Background: an optimization exercise with open tools, aiming at small area, a short achievable clock period and few clock cycles per item. Do not read the settings as production practice. RTL that was checked went through simulation tests only; none was proved equivalent to the original.

==> module master_dma, before the edit <==
module master_dma (
    input  wire        clk,
    input  wire        reset,
    input  wire        trigger,
    input  wire [4:0]  length,
    input  wire [31:0] source_address,
    input  wire [31:0] destination_address,
    output wire        done,
    output wire [31:0] ARADDR,
    output wire        ARVALID,
    input  wire        ARREADY,
    input  wire [31:0] RDATA,
    input  wire        RVALID,
    output wire        RREADY,
    output wire [31:0] AWADDR,
    output wire        AWVALID,
    input  wire        AWREADY,
    output wire [31:0] WDATA,
    output wire        WVALID,
    input  wire        WREADY,
    input  wire        BVALID,
    output wire        BREADY
);
wire [2:0] words = length[4:2];
reg       started;      
reg       done_r;       
reg [2:0] ar_count;     
reg [2:0] aw_count;     
reg [2:0] b_count;      
wire active = started ? ~done_r : trigger;
assign ARVALID = active & (ar_count != words);
assign AWVALID = active & (aw_count != words);
wire [3:0] ar_low = {1'b0, source_address[4:2]} + {1'b0, ar_count};
wire [3:0] aw_low = {1'b0, destination_address[4:2]} + {1'b0, aw_count};
assign ARADDR = {source_address[31:5] + {26'd0, ar_low[3]}, ar_low[2:0], source_address[1:0]};
assign AWADDR = {destination_address[31:5] + {26'd0, aw_low[3]}, aw_low[2:0], destination_address[1:0]};
assign WVALID = RVALID & started;
assign WDATA  = RDATA;
assign RREADY = WREADY;
assign BREADY = 1'b1;
wire b_last = BVALID & started & (b_count + 3'd1 == words);
assign done = done_r | b_last;
always @(posedge clk) begin
    if (reset) begin
        started  <= 1'b0;
        done_r   <= 1'b0;
        ar_count <= 3'd0;
        aw_count <= 3'd0;
        b_count  <= 3'd0;
    end else begin
        if (trigger)
            started <= 1'b1;
        if (b_last)
            done_r <= 1'b1;
        if (ARVALID && ARREADY)
            ar_count <= ar_count + 3'd1;
        if (AWVALID && AWREADY)
            aw_count <= aw_count + 3'd1;
        if (BVALID && started)
            b_count <= b_count + 3'd1;
    end
end
endmodule
Settings: LEC_CHECK=0, CAP_MARGIN=20, CORE_MARGIN=2, CORE_UTILIZATION=40, SLEW_MARGIN=20; clock period 3.5 ns.
run.sh (not shown) runs the stock make flow with config.mk's settings and CLKGATE_MAP_FILE= SYNTH_SCRIPT=/design/flow/synth_recipe.tcl, a recipe that flattens the netlist after the stock synthesis.
The starting point passed the timing, design-rule and antenna checks.
Testbench counts at the start, summed over its fixed seeds: cycles 29,253, words 9,566.
Rerun with:
--- a/flow/design.v
+++ b/flow/design.v
@@ -28,14 +28,12 @@
 reg [2:0] aw_count;     
 reg [2:0] b_count;      
 wire active = started ? ~done_r : trigger;
 assign ARVALID = active & (ar_count != words);
 assign AWVALID = active & (aw_count != words);
-wire [3:0] ar_low = {1'b0, source_address[4:2]} + {1'b0, ar_count};
-wire [3:0] aw_low = {1'b0, destination_address[4:2]} + {1'b0, aw_count};
-assign ARADDR = {source_address[31:5] + {26'd0, ar_low[3]}, ar_low[2:0], source_address[1:0]};
-assign AWADDR = {destination_address[31:5] + {26'd0, aw_low[3]}, aw_low[2:0], destination_address[1:0]};
+addr_offset u_araddr (.base(source_address), .count(ar_count), .addr(ARADDR));
+addr_offset u_awaddr (.base(destination_address), .count(aw_count), .addr(AWADDR));
 assign WVALID = RVALID & started;
 assign WDATA  = RDATA;
 assign RREADY = WREADY;
 assign BREADY = 1'b1;
 wire b_last = BVALID & started & (b_count + 3'd1 == words);
@@ -58,10 +56,34 @@
             aw_count <= aw_count + 3'd1;
         if (BVALID && started)
             b_count <= b_count + 3'd1;
     end
 end
+endmodule
+module addr_offset (
+    input  wire [31:0] base,
+    input  wire [2:0]  count,
+    output wire [31:0] addr
+);
+wire [2:0] b = base[4:2];
+wire c0 = b[0] & count[0];
+wire c1 = (b[1] & count[1]) | ((b[1] ^ count[1]) & c0);
+wire c2 = (b[2] & count[2]) | ((b[2] ^ count[2]) & c1);
+assign addr[1:0] = base[1:0];
+assign addr[2] = b[0] ^ count[0];
+assign addr[3] = b[1] ^ count[1] ^ c0;
+assign addr[4] = b[2] ^ count[2] ^ c1;
+genvar k;
+generate
+    for (k = 5; k < 32; k = k + 1) begin : g_inc
+        if (k == 5) begin : g_first
+            assign addr[k] = base[k] ^ c2;
+        end else begin : g_rest
+            assign addr[k] = base[k] ^ (c2 & (&base[k-1:5]));
+        end
+    end
+endgenerate
 endmodule
 module dma_top (
     input  wire        clk,
     input  wire        reset,
     input  wire        trigger,
Effect:
- The new run finished but failed the layout checks on negative setup slack
- cell area fell by 7.2%
- via count fell by 10%
- global-route usage fell by 1.6 points
- clock skew is about the same
- critical path depth rose by 2
For the second run of this note, only the layout was checked, not whether the RTL still works.

---

== the previous run ==
dma_top with an RTL version that a note above also has.
Size: about 11 flip-flops, roughly 210 I/O pins, roughly 0.0020 mm² of cells after synthesis.
==> module master_dma, before the edit <==
module master_dma (
    input  wire        clk,
    input  wire        reset,
    input  wire        trigger,
    input  wire [4:0]  length,
    input  wire [31:0] source_address,
    input  wire [31:0] destination_address,
    output wire        done,
    output wire [31:0] ARADDR,
    output wire        ARVALID,
    input  wire        ARREADY,
    input  wire [31:0] RDATA,
    input  wire        RVALID,
    output wire        RREADY,
    output wire [31:0] AWADDR,
    output wire        AWVALID,
    input  wire        AWREADY,
    output wire [31:0] WDATA,
    output wire        WVALID,
    input  wire        WREADY,
    input  wire        BVALID,
    output wire        BREADY
);
wire [2:0] words = length[4:2];
reg       started;      
reg       done_r;       
reg [2:0] ar_count;     
reg [2:0] aw_count;     
reg [2:0] b_count;      
wire active = started ? ~done_r : trigger;
assign ARVALID = active & (ar_count != words);
assign AWVALID = active & (aw_count != words);
addr_offset u_araddr (.base(source_address), .count(ar_count), .addr(ARADDR));
addr_offset u_awaddr (.base(destination_address), .count(aw_count), .addr(AWADDR));
assign WVALID = RVALID & started;
assign WDATA  = RDATA;
assign RREADY = WREADY;
assign BREADY = 1'b1;
wire b_last = BVALID & started & (b_count + 3'd1 == words);
assign done = done_r | b_last;
always @(posedge clk) begin
    if (reset) begin
        started  <= 1'b0;
        done_r   <= 1'b0;
        ar_count <= 3'd0;
        aw_count <= 3'd0;
        b_count  <= 3'd0;
    end else begin
        if (trigger)
            started <= 1'b1;
        if (b_last)
            done_r <= 1'b1;
        if (ARVALID && ARREADY)
            ar_count <= ar_count + 3'd1;
        if (AWVALID && AWREADY)
            aw_count <= aw_count + 3'd1;
        if (BVALID && started)
            b_count <= b_count + 3'd1;
    end
end
endmodule
==> module addr_offset, before the edit <==
module addr_offset (
    input  wire [31:0] base,
    input  wire [2:0]  count,
    output wire [31:0] addr
);
wire [2:0] b = base[4:2];
wire c0 = b[0] & count[0];
wire c1 = (b[1] & count[1]) | ((b[1] ^ count[1]) & c0);
wire c2 = (b[2] & count[2]) | ((b[2] ^ count[2]) & c1);
assign addr[1:0] = base[1:0];
assign addr[2] = b[0] ^ count[0];
assign addr[3] = b[1] ^ count[1] ^ c0;
assign addr[4] = b[2] ^ count[2] ^ c1;
genvar k;
generate
    for (k = 5; k < 32; k = k + 1) begin : g_inc
        if (k == 5) begin : g_first
            assign addr[k] = base[k] ^ c2;
        end else begin : g_rest
            assign addr[k] = base[k] ^ (c2 & (&base[k-1:5]));
        end
    end
endgenerate
endmodule
Settings: LEC_CHECK=0, CAP_MARGIN=20, CORE_MARGIN=2, CORE_UTILIZATION=45, SETUP_SLACK_MARGIN=0.5, SLEW_MARGIN=20; clock period 3.5 ns.
standard.sh (not shown) runs the stock make flow with config.mk's settings and CLKGATE_MAP_FILE= SYNTH_SCRIPT=/design/flow/synth_recipe.tcl, a recipe that flattens the netlist after the stock synthesis.
==> flow/flow/run.sh <==
#!/bin/bash
# Standard ORFS layout, with the port buffers made from the smallest buffer
# cell and the adders left to ABC (no full/half-adder cell extraction).
set -euo pipefail
bash standard.sh 'BUFFER_PORTS_ARGS=-buffer_cell sky130_fd_sc_hd__buf_1' 'ADDER_MAP_FILE=' finish > orfs_make.log 2>&1
Changes in the current run relative to the previous run:
-- flow/design.v --
<<< the previous run, line 31
assign ARVALID = active & (ar_count != words);
assign AWVALID = active & (aw_count != words);
addr_offset u_araddr (.base(source_address), .count(ar_count), .addr(ARADDR));
addr_offset u_awaddr (.base(destination_address), .count(aw_count), .addr(AWADDR));
assign WVALID = RVALID & started;
assign WDATA  = RDATA;
>>> the current run, line 31
assign ARVALID = active & (ar_count != words);
assign AWVALID = active & (aw_count != words);
addr_offset u_araddr (.clk(clk), .reset(reset), .base(source_address), .count(ar_count),
                      .accept(ARVALID & ARREADY), .addr(ARADDR));
addr_offset u_awaddr (.clk(clk), .reset(reset), .base(destination_address), .count(aw_count),
                      .accept(AWVALID & AWREADY), .addr(AWADDR));
assign WVALID = RVALID & started;
assign WDATA  = RDATA;
<<< the previous run, line 61
endmodule
module addr_offset (
    input  wire [31:0] base,
    input  wire [2:0]  count,
    output wire [31:0] addr
);
wire [2:0] b = base[4:2];
wire c0 = b[0] & count[0];
wire c1 = (b[1] & count[1]) | ((b[1] ^ count[1]) & c0);
wire c2 = (b[2] & count[2]) | ((b[2] ^ count[2]) & c1);
assign addr[1:0] = base[1:0];
assign addr[2] = b[0] ^ count[0];
assign addr[3] = b[1] ^ count[1] ^ c0;
assign addr[4] = b[2] ^ count[2] ^ c1;
genvar k;
generate
    for (k = 5; k < 32; k = k + 1) begin : g_inc
        if (k == 5) begin : g_first
            assign addr[k] = base[k] ^ c2;
        end else begin : g_rest
            assign addr[k] = base[k] ^ (c2 & (&base[k-1:5]));
        end
    end
endgenerate
endmodule
module dma_top (
>>> the current run, line 63
endmodule
module addr_offset (
    input  wire        clk,
    input  wire        reset,
    input  wire [31:0] base,
    input  wire [2:0]  count,
    input  wire        accept,
    output wire [31:0] addr
);
reg carry;
assign addr[1:0] = base[1:0];
assign addr[4:2] = base[4:2] + count;
genvar k;
generate
    for (k = 5; k < 32; k = k + 1) begin : g_inc
        if (k == 5) begin : g_first
            assign addr[k] = base[k] ^ carry;
        end else begin : g_rest
            assign addr[k] = base[k] ^ (carry & (&base[k-1:5]));
        end
    end
endgenerate
always @(posedge clk) begin
    if (reset)
        carry <= 1'b0;
    else if (accept && (&addr[4:2]))
        carry <= 1'b1;
end
endmodule
module dma_top (
==> results.txt <==
Diff the previous run -> the current run: CTS clock-pin slew for the worst setup and hold paths ~0 delta; number of cells on the critical path +1; non-clock buffer count +5.1%; final cell count without fillers +10. The final layouts of the previous run and the current run pass the timing, design-rule and antenna checks. Actual transition at the worst max-transition pin in the current run vs the previous run: up 0.017 ns.
No run of this note included a check of the RTL's function; only the layout flow was run.

afterwards: timing with drivers on the ports:
The results above use ideal ports. As a check the final layouts listed here were re-extracted and re-timed, cells and wires unchanged. Step 1 sets driving cells, clkbuf_16 on the clock port and buf_2 on the other inputs (assumed; they add their load-dependent delay and slew). Step 2, shift: input delay + t, output delay - t, t = (earliest + latest rising clock arrival at the registers) / 2. This alone moves slack from input paths to output paths. Slacks: ideal / step 1 / step 2; pairs: ideal / step 1.
run | t (ns) | slack for setup (ns) | worst setup path after step 2 | latest minus earliest clock arrival (ns) | pins driven straight from the clock port
the first run of note 1 | 0.257 | 0.060 / 0.038 / 0.038 | input to output | 0.002 / 0.002 | 1
the second run of note 1 | 0.253 | -0.013 / -0.062 / -0.062 | input to output | 0.003 / 0.003 | 1
the previous run | 0.255 | 0.632 / 0.596 / 0.596 | input to output | 0.003 / 0.003 | 1
the current run | 0.265 | 0.550 / 0.491 / 0.491 | input to output | 0.005 / 0.005 | 1
The setup slack of the current run, which loses most, moves by -0.059 ns with the drivers and by -0.059 ns with both steps.
